Context: an optimization exercise on an open-source flow, tuned for small area, a short achievable clock period and few clock cycles per item. The choices shown serve that exercise and are no tape-out recipe. Only simulation tests tie the RTL to the original design; equivalence was not proved. Power figures rest on the tool's default switching activity, not on a simulated workload.

<file path="design/flow/flow/run.sh">
#!/bin/bash
# Layout flow: the standard flow (standard.sh) with these changes:
#  - synthesis maps the logic with flow/abc.script, an area-recovering ABC
#    script with a 1.5 ns delay target, instead of ORFS's speed script, and
#    does not map adders to the full/half adder cells;
#  - the port buffers are sky130_fd_sc_hd__buf_1;
#  - repair_timing aims for 1.5 ns of setup slack but only sizes gates up and
#    swaps pins (no buffering), which upsizes the weak gates that drive large
#    loads without growing the design much.
# Everything else, the registers included, is the standard flow's.
set -euo pipefail
work=$(pwd)
export FLOW_WORK=$work
export MY_ABC_SCRIPT=$work/flow/abc.script
bash standard.sh \
  SYNTH_SCRIPT=$work/flow/synth.tcl \
  ADDER_MAP_FILE= \
  "BUFFER_PORTS_ARGS=-buffer_cell sky130_fd_sc_hd__buf_1" \
  SETUP_SLACK_MARGIN=1.5 \
  SETUP_MOVE_SEQUENCE=sizeup,swap \
  finish > $work/flow_make.log 2>&1
</file>
<file path="design/flow/flow/abc.script">
strash
balance
rewrite
refactor
balance
rewrite
rewrite -z
balance
refactor -z
rewrite -z
balance
dch -f
map -D 1500
upsize -D 1500
dnsize -D 1500
topo
</file>
<file path="design/flow/flow/synth.tcl">
# The standard flow's synthesis script (synth_recipe.tcl) with one change: ABC maps the logic
# with the script in $::env(MY_ABC_SCRIPT) instead of ORFS's speed script.
proc abc {args} {
  set i [lsearch $args -script]
  if {$i >= 0} {
    set args [lreplace $args [expr {$i + 1}] [expr {$i + 1}] $::env(MY_ABC_SCRIPT)]
  }
  puts "abc (flow/synth.tcl): $args"
  yosys abc {*}$args
}
source $::env(FLOW_WORK)/synth_recipe.tcl
</file>
<file path="design/flow/standard.sh">
#!/bin/bash
# synth_recipe.tcl (not shown) runs the flow's synth.tcl, then flattens the netlist and writes it again
# the make line also repeats each setting of config.mk as NAME=value (left out here)
make -C /OpenROAD-flow-scripts/flow DESIGN_CONFIG=/design/flow/config.mk WORK_HOME=/design/flow/orfs CLKGATE_MAP_FILE= SYNTH_SCRIPT=/design/flow/synth_recipe.tcl "${@:-finish}"
</file>
<file path="design/flow/config.mk">
export PLATFORM = sky130hd
export DESIGN_NAME = gcd
export DESIGN_NICKNAME = gcd
export VERILOG_FILES = /design/flow/design.v
export SDC_FILE = /design/flow/constraint.sdc
export NUM_CORES = 4
export LEC_CHECK = 0
export CAP_MARGIN = 20
export CORE_MARGIN = 2
export CORE_UTILIZATION = 40
export SLEW_MARGIN = 20
</file>
<file path="design/flow/constraint.sdc">
create_clock -name core_clock -period 4.0 [get_ports {clk}]
set_input_delay 0.8000 -clock core_clock [delete_from_list [all_inputs] [get_ports {clk}]]
set_output_delay 0.8000 -clock core_clock [all_outputs]
set_load 0.01 [all_outputs]
</file>
<file path="design/flow/design.v">
module gcd (
    input           clk,
    input           rst_n,
    input [7:0]     a,
    input [7:0]     b,
    input           start,       
    input           res_fetch,   
    output          res_rdy,     
    output [7:0]    res          
);
reg  [7:0] x, y;
reg  [2:0] k;
reg        busy;
reg        rdy;
reg        yz;           
reg        xo;           
reg        mx;           
reg        my;           
assign res = x;
wire [7:0] m = 8'd1 << k;
wire [6:0] p = x[7:1] & {7{mx}};
wire [6:0] q = y[7:1] & {7{my}};
wire [6:0] t = ~(p ^ q);
wire [27:0] gg;                                  
wire [27:0] pp;
assign gg[6:0] = p & ~q;
assign pp[6:0] = t;
genvar l, i;
generate
    for (l = 1; l <= 3; l = l + 1) begin : lv
        for (i = 0; i < 7; i = i + 1) begin : bt
            if (i >= (1 << (l - 1))) begin : jn
                assign gg[7*l+i] = gg[7*(l-1)+i] | (pp[7*(l-1)+i] & gg[7*(l-1)+i-(1 << (l - 1))]);
                assign pp[7*l+i] = pp[7*(l-1)+i] & pp[7*(l-1)+i-(1 << (l - 1))];
            end else begin : kp
                assign gg[7*l+i] = gg[7*(l-1)+i];
                assign pp[7*l+i] = pp[7*(l-1)+i];
            end
        end
    end
endgenerate
wire [6:0] G  = gg[27:21];
wire [6:0] P  = pp[27:21];
wire [6:0] c0 = {G[5:0], 1'b0};                  
wire [6:0] c1 = {G[5:0] | P[5:0], 1'b1};         
wire [6:0] d1 = t ^ c1;                          
wire [6:0] d2 = ~(t ^ c0);                       
wire       ge = G[6] | P[6];                     
wire       eq = P[6];                            
wire [9:0] tx  = {3'b111, t};
wire       tk0 = tx[k];
wire       tk1 = tx[k + 1];
wire       tk2 = tx[k + 2];
wire       s2  = tk0 & ~tk1;
wire       s3  = tk0 & tk1;
wire [7:0] y1  = s3 ? {3'b0, d1[6:2]} : s2 ? {2'b0, d1[6:1]} : {1'b0, d1};
wire [7:0] y2  = s3 ? {3'b0, d2[6:2]} : s2 ? {2'b0, d2[6:1]} : {1'b0, d2};
wire [7:0] yn  = ge ? y1 : y2;
wire       ynk = ~tk0 | ~(tk1 & tk2);            
function pow2;
    input [7:0] v;
    pow2 = (v != 8'd0) & ((v & (v - 8'd1)) == 8'd0);
endfunction
wire [7:0] ab  = a | b;
wire [7:0] ml  = ab & (~ab + 8'd1);              
wire [2:0] kl  = {|(ml & 8'hf0), |(ml & 8'hcc), |(ml & 8'haa)};
wire       al  = |(a & ml);
wire       bl  = |(b & ml);
assign res_rdy = rdy;
always @(posedge clk) begin
    if (~rst_n) begin
        busy <= 1'b0;
        rdy  <= 1'b0;
    end else if (~busy) begin
        busy <= start;
        rdy  <= start & ((b == 8'd0) | (pow2(a) & al));
    end else if (res_rdy & res_fetch) begin
        busy <= 1'b0;
        rdy  <= 1'b0;
    end else if (yz) begin
        rdy  <= 1'b1;
    end else begin
        rdy  <= eq | (ge ? pow2(y) : xo);
    end
end
always @(posedge clk) begin
    if (~busy) begin
        y  <= b;
        yz <= (b == 8'd0);
        mx <= (~al | bl) & (b != 8'd0);
        my <= al;
        xo <= pow2(a) & al;
    end else begin
        y  <= yn;
        yz <= eq;
        mx <= ynk & ~eq;
        my <= 1'b1;
        if (~yz & ge)
            xo <= pow2(y);
    end
end
always @(posedge clk) begin
    if (~busy) begin
        x <= a;
        k <= kl;
    end else if (~yz & ge) begin
        x <= y;
    end
end
endmodule
</file>
==> impl_table.tex <==
\begin{tabular}{lr}
\hline
Metric & Value \\
\hline
\multicolumn{2}{l}{\textbf{Synthesis}} \\
\quad Number of distinct library cells after synthesis & 40 \\
\quad Compound-gate portion of the synthesized area & 30.5\% \\
\quad Portion of the post-synthesis area used by sequential elements & 31.2\% \\
\quad Combinational family with the most area after synthesis & compound AO/OA/AOI/OAI gates \\
\quad Proportion of synthesized area in mux cells & 0\% \\
\quad Number of nets in the synthesized netlist & 314 \\
\quad Share of the synthesized netlist area taken by xor and xnor gates & 2.58\% \\
\quad Syn avg cell area & 6.78 µm² \\
\quad Post-synth top area share & 18.1\% \\
\quad Synthesized instance count & 294 \\
\quad Total standard cell area after synthesis & 1990 µm² \\
\quad Number of flops mapped to enable cells by yosys & 12 \\
\quad Most used flip-flop cell after synthesis & dfxtp\_1 \\
\quad Top cells by area, synth & edfxtp\_1 (18\%), dfxtp\_1 (13\%), nand2\_1 (11\%) \\
\quad Async set or reset register ratio after synthesis & 0\% \\
\quad Adder and majority gate portion of the synthesized area & 0\% \\
\quad Simple-gate share of the synthesized area & 28.7\% \\
\quad Synthesis Warnings & 1 \\
\quad Top cell type by total area after synthesis & edfxtp\_1 \\
\quad Number of synthesized register bits & 25 \\
\multicolumn{2}{l}{\textbf{STA}} \\
\quad Period minus WS final & 2.36 ns \\
\quad Final setup vio count & 0 \\
\quad Final-report hold violation count & 0 \\
\quad Portion of the clock cycle consumed by the worst path in the final layout & 58.9\% \\
\quad Worst Max-Slew Pin Slew & 0.482 ns \\
\quad Fmax & 424 MHz \\
\quad Layout Skew & 0.0117 ns \\
\quad Worst max-slew margin expressed relative to the limit & 67.9\% \\
\quad Final TNS setup & 0 ns \\
\quad Max-slew violation count & 0 \\
\quad Unrepaired setup endpoints after global routing & yes \\
\quad Worst hold margin & 0.598 ns \\
\multicolumn{2}{l}{\textbf{Floorplan}} \\
\quad Area of the placeable core & 4750 µm² \\
\quad Die Wd & 74.6 µm \\
\quad Overall die area & 5560 µm² \\
\quad Starting Density & 41.9\% \\
\quad Top-level I/O count & 29 \\
\quad Die boundary height & 74.6 µm \\
\quad Row count & 25 \\
\multicolumn{2}{l}{\textbf{Detailed routing}} \\
\quad Number of DRC markers in iteration 0 & 171 \\
\quad Total length of routed wires & 5530 µm \\
\quad Routed metal-1 wire length & 2620 µm \\
\quad Antenna viol nets, final & 0 \\
\quad WL met2 & 2610 µm \\
\quad Post-detailed-route via-to-cell ratio & 5.47 \\
\quad Total vias in the final route & 2156 \\
\quad Top routing layer used & met4 \\
\quad Wirelength per Cell & 14.0 µm \\
\quad Initial DRT Pass Iterations & 5 \\
\quad Met3 Routed Length & 265 µm \\
\quad Remaining routing DRC violations & 0 \\
\multicolumn{2}{l}{\textbf{Clock tree}} \\
\quad Num CTS Buffers & 3 \\
\quad Clock-pin slew on the worst setup and hold paths & 0.10 ns \\
\quad Clock Path Buffers & 2 \\
\quad Number of buffers added to fix hold violations after cts & 0 \\
\quad H-tree levels & 1 \\
\quad Setup Buffers After CTS & 0 \\
\quad TritonCTS clock tree & done \\
\quad Clk root buf & clkbuf\_8 \\
\quad Number of clock sinks & 25 \\
\quad Clk Latency, worst-skew pair & 0.27 ns \\
\multicolumn{2}{l}{\textbf{Hold path}} \\
\quad Type of the most critical hold path & flop to flop \\
\multicolumn{2}{l}{\textbf{Place}} \\
\quad Placed inst area & 2190 µm² \\
\quad I/O Buffers & 28 \\
\quad Hpwl dp & 4560 µm \\
\quad Routability Congestion & 0.981 \\
\quad Dpl cells & 390 \\
\multicolumn{2}{l}{\textbf{Global route}} \\
\quad Maximum number of pins on one net before global-route repair & 30 \\
\quad Initial antenna violation count & 0 \\
\quad Via count of the first global-routing pass & 1904 \\
\quad Wire length of the first global-routing pass & 9050 µm \\
\quad Sum of overflow across all layers after global routing & 0 \\
\quad Overall fraction of global-route tracks in use & 21.2\% \\
\multicolumn{2}{l}{\textbf{Critical path}} \\
\quad Launching element type of the critical path & input port \\
\quad Required arrival time at the worst endpoint & 4.10 ns \\
\quad Type of the worst setup path & input port to flop \\
\quad Sort of element at the end of the critical path & flop \\
\quad CP max FO & 5 \\
\quad Arrival @ worst endpoint & 2.46 ns \\
\multicolumn{2}{l}{\textbf{Layout}} \\
\quad Total non-filler cell area in the finished layout & 2270 µm² \\
\quad Fraction of final layout cells sized beyond drive strength 1 & 12.8\% \\
\quad Highest-count cells in the layout ignoring fill and taps & nand2\_1 (57), a21oi\_1 (38), clkinv\_1 (28), nor2\_1 (28), buf\_1 (28) \\
\quad Number of antenna cells inserted & 0 \\
\quad Number of standard cells in the final layout excluding fillers & 394 \\
\quad Leading cell type in the layout, fill and taps excluded & nand2\_1 \\
\quad Synthesis-to-finish area growth & 13.9\% \\
\quad Filler cell count & 518 \\
\quad Post-layout nets & 348 \\
\multicolumn{2}{l}{\textbf{Pwr}} \\
\quad Leak & 0.825 nW \\
\quad Post-layout power & 0.00118 W \\
\quad Max rail drop VDD & 0.000194 V \\
\quad Total power per unit cell area & 522 nW/µm² \\
\multicolumn{2}{l}{\textbf{Job}} \\
\quad Reported max-cap violation count & 0 \\
\multicolumn{2}{l}{\textbf{Status}} \\
\quad Run status & no timing/DRC/antenna violations \\
\hline
\end{tabular}
-- report_power, final --
group	switching, W	internal, W
Clock	0.0000828	0.0000729
Sequential	0.0000521	0.000321
Combinational	0.000437	0.000219
Total	0.000572	0.000613
-- critical path: stages --
cell,delay (ns)
buf_1,0.13
nor3_2,0.29
nand4_1,0.16
a2111oi_0,0.41
nand2_1,0.12
nor4_2,0.35
nand2_1,0.11
o21ai_0,0.09
-- layout make-up --
cell class | count | area, µm² | area share [%]
Clock inverter | 1 | 8.76 | 0.386
Clock buffer | 3 | 41.3 | 1.82
Timing Repair Buffer | 29 | 113 | 4.96
Sequential cell | 25 | 626 | 27.6
Multi-Input combinational cell | 232 | 1260 | 55.4
Tap cell | 67 | 83.8 | 3.69
Inverter | 37 | 140 | 6.17
-- path summary, 6_finish.rpt --
check        startpoint    to  slack (ns)  cells after the start
min reg2reg        y[0]  x[0]        0.60                      2
min                y[0]  x[0]        0.60                      2
max                a[2]    xo        1.64                      8
max reg2reg          my    xo        1.69                     10
-- synthesized netlist by cell type (all sizes together) (2+ instances only) --
library cell / instances
nand2: 63
a21oi: 41
o21ai: 40
nor2: 35
clkinv: 29
dfxtp: 13
nand3: 13
edfxtp: 12
inv: 8
a31oi: 5
nor3: 5
o211ai: 5
nand4: 4
xor2: 4
a22oi: 3
nor4: 2
o221ai: 2
o31ai: 2
-- timing repair --
item                                    CTS  global route
endpoints found under the setup margin   11            19
cloned                                    0             0
endpoints found under the hold margin     0             0
resized for setup                         2             8
-- through the flow --
step / utilization [%] / worst slack (ns)
finish: 47.7 / 1.64
global route: 47.7 / 1.49
CTS: 47.3 / 1.50
detailed placement: 46.0 / 1.17
global placement: 46.0 / 1.23
floorplan: - / 1.70
-- metal layers --
| layer | up-vias | global-route usage, % |
|---|---|---|
| met1 | 980 | 29.4 |
| met3 | 2 | 2.03 |
| met5 | - | 0 |
| met4 | 0 | 2.98 |
| li1 | 1095 | - |
| met2 | 79 | 36.9 |
-- state kept, by name, indices dropped and copies added (netlist names) --
register	cells
rdy	1
mx	1
xo	1
yz	1
busy	1
my	1
k	3
y	8
x	8
-- kinds of logic (layout without fill, tap and decap cells) --
kind of cell / Yosys count / in the layout
simple gates: 125 / 125
flops: 25 / 25
compound gates: 102 / 102
xor+xnor: 5 / 5
buf+inv: 37 / 70
Testbench counts, summed over its fixed seeds: cycles 53,759, items 8,000.

## static timing again, ports no longer ideal
In the flow no input, the clock included, has a driving cell. The finished layout below was timed again as built, in two steps. Step 1 assumes that a clkbuf_16 drives the clock port and a buf_2 every other input. Step 2, shift: input delay + t, output delay - t, t = (earliest + latest rising clock arrival at the registers) / 2. This alone moves slack from input paths to output paths. a / b / c = no drivers / after step 1 / after step 2; a / b = the first two.
shift t [ns]: 0.293
slack for setup (ns): 1.643 / 1.648 / 1.355
pins driven straight from the clock port: 1
After both steps this run still meets setup and hold. The setup slack of this run moves by +0.005 ns with the drivers and by -0.288 ns with both steps.
